This design comes from an exercise in tuning for small area on the open sky130 flow, not from production work.
The RTL was checked by simulation tests, not by an equivalence proof against the original design.

Design display, start of the top module:
module display(pclk, rst, head_A, body_A, head_B, body_B, game_board_data, snake_data, food_time, food_count, state, winner, len_a, len_b, raddr1, raddr2, rgb, hs, vs, an, c
);
  input pclk;
  wire pclk;
  input rst;
  wire rst;
  input [11:0] head_A;
  wire [11:0] head_A;
  input [11:0] body_A;
  wire [11:0] body_A;
  input [11:0] head_B;
  wire [11:0] head_B;
  input [11:0] body_B;
  wire [11:0] body_B;
  input game_board_data;
  wire game_board_data;
  input [15:0] snake_data;
  wire [15:0] snake_data;
  input [2:0] food_time;
  wire [2:0] food_time;
  input [5:0] food_count;
  wire [5:0] food_count;
  input [3:0] state;
  wire [3:0] state;
  input [1:0] winner;
  wire [1:0] winner;
  input [31:0] len_a;
  wire [31:0] len_a;
  input [31:0] len_b;
  wire [31:0] len_b;
  output [12:0] raddr1;
  wire [12:0] raddr1;
  output [12:0] raddr2;
  reg [12:0] raddr2;
  output [11:0] rgb;
  reg [11:0] rgb;
  output hs;
  reg hs;
  output vs;
  reg vs;
  output [7:0] an;
  wire [7:0] an;
  output [6:0] c;
  wire [6:0] c;
  wire _00000_;
  wire _00001_;
  wire _00002_;
  wire _00003_;
  wire _00004_;
  wire _00005_;
  wire _00006_;
  ...
export LEC_CHECK = 0
export ABC_AREA = 1
export CAP_MARGIN = 20
export CORE_MARGIN = 2
export CORE_UTILIZATION = 55
export GPL_TIMING_DRIVEN = 0
export PLACE_DENSITY = 0.75
export SLEW_MARGIN = 20
create_clock -name core_clock -period 40.0 [get_ports {pclk}]
standard.sh (not shown) runs the stock make flow with config.mk's settings and CLKGATE_MAP_FILE= SYNTH_SCRIPT=/design/flow/synth_recipe.tcl, a recipe that flattens the netlist after the stock synthesis.
==> flow/flow/run.sh <==
#!/bin/bash
# Own layout flow: the standard synthesis, then the combinational logic
# between the (unchanged) registers is re-mapped for area with ABC (dch +
# amap, a few variants, keeping the smallest), then the standard layout from floorplan on, with the port
# buffers made from the smallest buffer cell and a clock tree of small
# clock buffers. Each tool's output goes to a
# log file of its own in this folder.
set -euo pipefail
RES=orfs/results/${FLOW_PLATFORM}/display/base
LOGS=orfs/logs/${FLOW_PLATFORM}/display/base
YOSYS=$(command -v yosys || echo "$FLOW_HOME/../tools/install/yosys/bin/yosys")

bash standard.sh synth > std_synth.log 2>&1

cp $RES/1_2_yosys.v std_1_2_yosys.v
grep -o -- "-dont_use [A-Za-z0-9_]*" $LOGS/1_2_yosys.log | sort -u | tr '\n' ' ' > dont_use.txt
# a few area mapping scripts; keep the smallest result
LIB=$FLOW_HOME/platforms/${FLOW_PLATFORM}/lib/sky130_fd_sc_hd__tt_025C_1v80.lib
best=""; best_area=""
for m in map1 map2 map3 map4; do
  LIB=$LIB IN=std_1_2_yosys.v OUT=resynth_$m.v ABCS=flow/$m.abc STAT=resynth_stat_$m.txt \
    "$YOSYS" -c flow/resynth.tcl > resynth_$m.log 2>&1
  a=$(awk '/Chip area/ {print $NF}' resynth_stat_$m.txt)
  echo "$m $a" >> resynth_areas.txt
  if [[ -z "$best" ]] || awk -v a="$a" -v b="$best_area" 'BEGIN {exit !(a < b)}'; then
    best=$m; best_area=$a
  fi
done
echo "chosen $best $best_area" >> resynth_areas.txt
cp resynth_$best.v $RES/1_2_yosys.v
rm -f $RES/1_synth.odb $RES/1_synth.sdc

CTS="-sink_clustering_enable -repair_clock_nets -root_buf sky130_fd_sc_hd__clkbuf_8 -buf_list sky130_fd_sc_hd__clkbuf_4 -dont_use_dummy_load"
bash standard.sh "BUFFER_PORTS_ARGS=-buffer_cell sky130_fd_sc_hd__buf_1" "CTS_ARGS=$CTS" finish > std_finish.log 2>&1
test -f out/final.def
Other scripts of this flow, unchanged in this note and not shown: flow/flow/map1.abc, flow/flow/map2.abc, flow/flow/map3.abc, flow/flow/map4.abc, flow/flow/resynth.tcl
The starting point completed without violations.
Edit:
--- a/flow/flow/run.sh
+++ b/flow/flow/run.sh
@@ -32,3 +32,3 @@
 
-CTS="-sink_clustering_enable -repair_clock_nets -root_buf sky130_fd_sc_hd__clkbuf_8 -buf_list sky130_fd_sc_hd__clkbuf_4 -dont_use_dummy_load"
+CTS="-sink_clustering_enable -repair_clock_nets -root_buf sky130_fd_sc_hd__clkbuf_4 -buf_list sky130_fd_sc_hd__clkbuf_4 -dont_use_dummy_load"
 bash standard.sh "BUFFER_PORTS_ARGS=-buffer_cell sky130_fd_sc_hd__buf_1" "CTS_ARGS=$CTS" finish > std_finish.log 2>&1
- CORE_UTILIZATION: 55 -> 65
- PLACE_DENSITY: 0.75 -> 0.8
After rerunning:
- sequential share of layout area grows by 0.10 points
- wire length decreases by a few percent
- hold slack is worse by 24 ps
- global-route usage goes up by 4.1 points
- die area drops by about a fifth
- via count grows slightly
- worst setup slack gets worse by 250 ps
- clock skew hardly moves
- clock-buffer cell count is unchanged

* * *

display, a different RTL version from the one above (not shown whole).
Size: ~200 I/O pins.
==> flow/config.mk <==
export PLATFORM = sky130hd
export DESIGN_NAME = display
export DESIGN_NICKNAME = display
export VERILOG_FILES = /design/flow/design.v
export SDC_FILE = /design/flow/constraint.sdc
export NUM_CORES = 4
export LEC_CHECK = 0
export ABC_AREA = 1
export CAP_MARGIN = 20
export CORE_MARGIN = 2
export CORE_UTILIZATION = 55
export GPL_TIMING_DRIVEN = 0
export PLACE_DENSITY = 0.75
export SLEW_MARGIN = 20
==> flow/constraint.sdc <==
create_clock -name core_clock -period 40.0 [get_ports {pclk}]
set_input_delay 8.0000 -clock core_clock [delete_from_list [all_inputs] [get_ports {pclk}]]
set_output_delay 8.0000 -clock core_clock [all_outputs]
set_load 0.01 [all_outputs]
==> flow/flow/run.sh <==
#!/bin/bash
# Own layout flow: the standard synthesis, then the combinational logic
# between the (unchanged) registers is re-mapped for area with ABC (dch +
# amap), then the standard layout from floorplan on, with the port
# buffers made from the smallest buffer cell and a clock tree of small
# clock buffers. Each tool's output goes to a
# log file of its own in this folder.
set -euo pipefail
RES=orfs/results/${FLOW_PLATFORM}/display/base
LOGS=orfs/logs/${FLOW_PLATFORM}/display/base
YOSYS=$(command -v yosys || echo "$FLOW_HOME/../tools/install/yosys/bin/yosys")

bash standard.sh synth > std_synth.log 2>&1

cp $RES/1_2_yosys.v std_1_2_yosys.v
grep -o -- "-dont_use [A-Za-z0-9_]*" $LOGS/1_2_yosys.log | sort -u | tr '\n' ' ' > dont_use.txt
LIB=$FLOW_HOME/platforms/${FLOW_PLATFORM}/lib/sky130_fd_sc_hd__tt_025C_1v80.lib \
IN=std_1_2_yosys.v OUT=resynth.v ABCS=flow/amap.abc \
  "$YOSYS" -c flow/resynth.tcl > resynth.log 2>&1
cp resynth.v $RES/1_2_yosys.v
rm -f $RES/1_synth.odb $RES/1_synth.sdc

CTS="-sink_clustering_enable -repair_clock_nets -root_buf sky130_fd_sc_hd__clkbuf_8 -buf_list sky130_fd_sc_hd__clkbuf_4 -dont_use_dummy_load"
bash standard.sh "BUFFER_PORTS_ARGS=-buffer_cell sky130_fd_sc_hd__buf_1" "CTS_ARGS=$CTS" finish > std_finish.log 2>&1
test -f out/final.def
==> flow/flow/amap.abc <==
strash
dch -f
amap
strash
dch -f
amap
topo
==> flow/flow/resynth.tcl <==
# Re-map the combinational logic of the standard synthesis's netlist. The
# registers (and tie cells) are kept as they are, with their names.
set lib $::env(LIB)
yosys read_liberty -ignore_miss_func $lib
yosys read_verilog $::env(IN)
yosys hierarchy -top $::env(FLOW_TOP)
yosys setattr -mod -set keep_hierarchy 1 sky130_fd_sc_hd__df* sky130_fd_sc_hd__sdf* sky130_fd_sc_hd__ed* sky130_fd_sc_hd__dl* sky130_fd_sc_hd__conb_1
yosys flatten
yosys rename -hide w:*.*
yosys opt_clean -purge
yosys tee -o resynth_before.txt stat
set du [string trim [read [open dont_use.txt]]]
yosys abc -script $::env(ABCS) -liberty $lib {*}$du
yosys opt_clean -purge
yosys hilomap -singleton -hicell sky130_fd_sc_hd__conb_1 HI -locell sky130_fd_sc_hd__conb_1 LO
yosys insbuf -buf sky130_fd_sc_hd__buf_4 A X
yosys blackbox sky130_fd_sc_hd__*
yosys read_liberty -lib $lib
yosys tee -o resynth_stat.txt stat -liberty $lib
yosys check -assert -mapped
yosys write_verilog -noattr -nohex -nodec $::env(OUT)
Edit:
--- a/flow/flow/run.sh
+++ b/flow/flow/run.sh
@@ -3,3 +3,3 @@
 # between the (unchanged) registers is re-mapped for area with ABC (dch +
-# amap), then the standard layout from floorplan on, with the port
+# amap, a few variants, keeping the smallest), then the standard layout from floorplan on, with the port
 # buffers made from the smallest buffer cell and a clock tree of small
@@ -16,6 +16,16 @@
 grep -o -- "-dont_use [A-Za-z0-9_]*" $LOGS/1_2_yosys.log | sort -u | tr '\n' ' ' > dont_use.txt
-LIB=$FLOW_HOME/platforms/${FLOW_PLATFORM}/lib/sky130_fd_sc_hd__tt_025C_1v80.lib \
-IN=std_1_2_yosys.v OUT=resynth.v ABCS=flow/amap.abc \
-  "$YOSYS" -c flow/resynth.tcl > resynth.log 2>&1
-cp resynth.v $RES/1_2_yosys.v
+# a few area mapping scripts; keep the smallest result
+LIB=$FLOW_HOME/platforms/${FLOW_PLATFORM}/lib/sky130_fd_sc_hd__tt_025C_1v80.lib
+best=""; best_area=""
+for m in map1 map2 map3 map4; do
+  LIB=$LIB IN=std_1_2_yosys.v OUT=resynth_$m.v ABCS=flow/$m.abc STAT=resynth_stat_$m.txt \
+    "$YOSYS" -c flow/resynth.tcl > resynth_$m.log 2>&1
+  a=$(awk '/Chip area/ {print $NF}' resynth_stat_$m.txt)
+  echo "$m $a" >> resynth_areas.txt
+  if [[ -z "$best" ]] || awk -v a="$a" -v b="$best_area" 'BEGIN {exit !(a < b)}'; then
+    best=$m; best_area=$a
+  fi
+done
+echo "chosen $best $best_area" >> resynth_areas.txt
+cp resynth_$best.v $RES/1_2_yosys.v
 rm -f $RES/1_synth.odb $RES/1_synth.sdc
==> flow/flow/map1.abc (new file) <==
strash
dch -f
amap
strash
dch -f
amap
topo
==> flow/flow/map2.abc (new file) <==
strash
dch -f
amap
strash
dch -f
map -a
strash
dch -f
amap
topo
==> flow/flow/map3.abc (new file) <==
strash
dch -f
amap
strash
dch -f
amap
strash
dch -f
amap
topo
==> flow/flow/map4.abc (new file) <==
strash
dch -f
amap
topo
--- a/flow/flow/resynth.tcl
+++ b/flow/flow/resynth.tcl
@@ -18,3 +18,3 @@
 yosys read_liberty -lib $lib
-yosys tee -o resynth_stat.txt stat -liberty $lib
+yosys tee -o $::env(STAT) stat -liberty $lib
 yosys check -assert -mapped
removed: flow/flow/amap.abc
The changed run passed the timing, design-rule and antenna checks.
Critical path depth came out higher by 14.
Utilization came out higher by 1.4 points.
Worst hold slack gets worse by 0.021 ns.

[what the ideal ports hide]
The results above use ideal ports. As a check the final layouts listed here were re-extracted and re-timed, cells and wires unchanged. Step 1: set_driving_cell puts a clkbuf_16 on pclk and a buf_2 on each other input, an assumption about the parent block. Step 2 also shifts input and output timing later by t, the mid clock arrival at the registers, as if the neighbouring blocks saw the same clock. Three values: ideal, step 1, step 2; two values: the first two.
run	t, ns	slack for setup (ns)	clock arrival spread, ns
the first run of note 1	0.376	6.270 / 6.250 / 6.250	0.022 / 0.022
the second run of note 1	0.444	6.020 / 6.001 / 6.001	0.024 / 0.024
the first run of note 2	0.376	5.514 / 5.492 / 5.492	0.019 / 0.020
the second run of note 2	0.383	5.867 / 5.843 / 5.843	0.018 / 0.017
After both steps setup and hold are still met in every run listed. The setup slack of the second run of note 2, which loses most, moves by -0.024 ns with the drivers and by -0.024 ns with both steps.
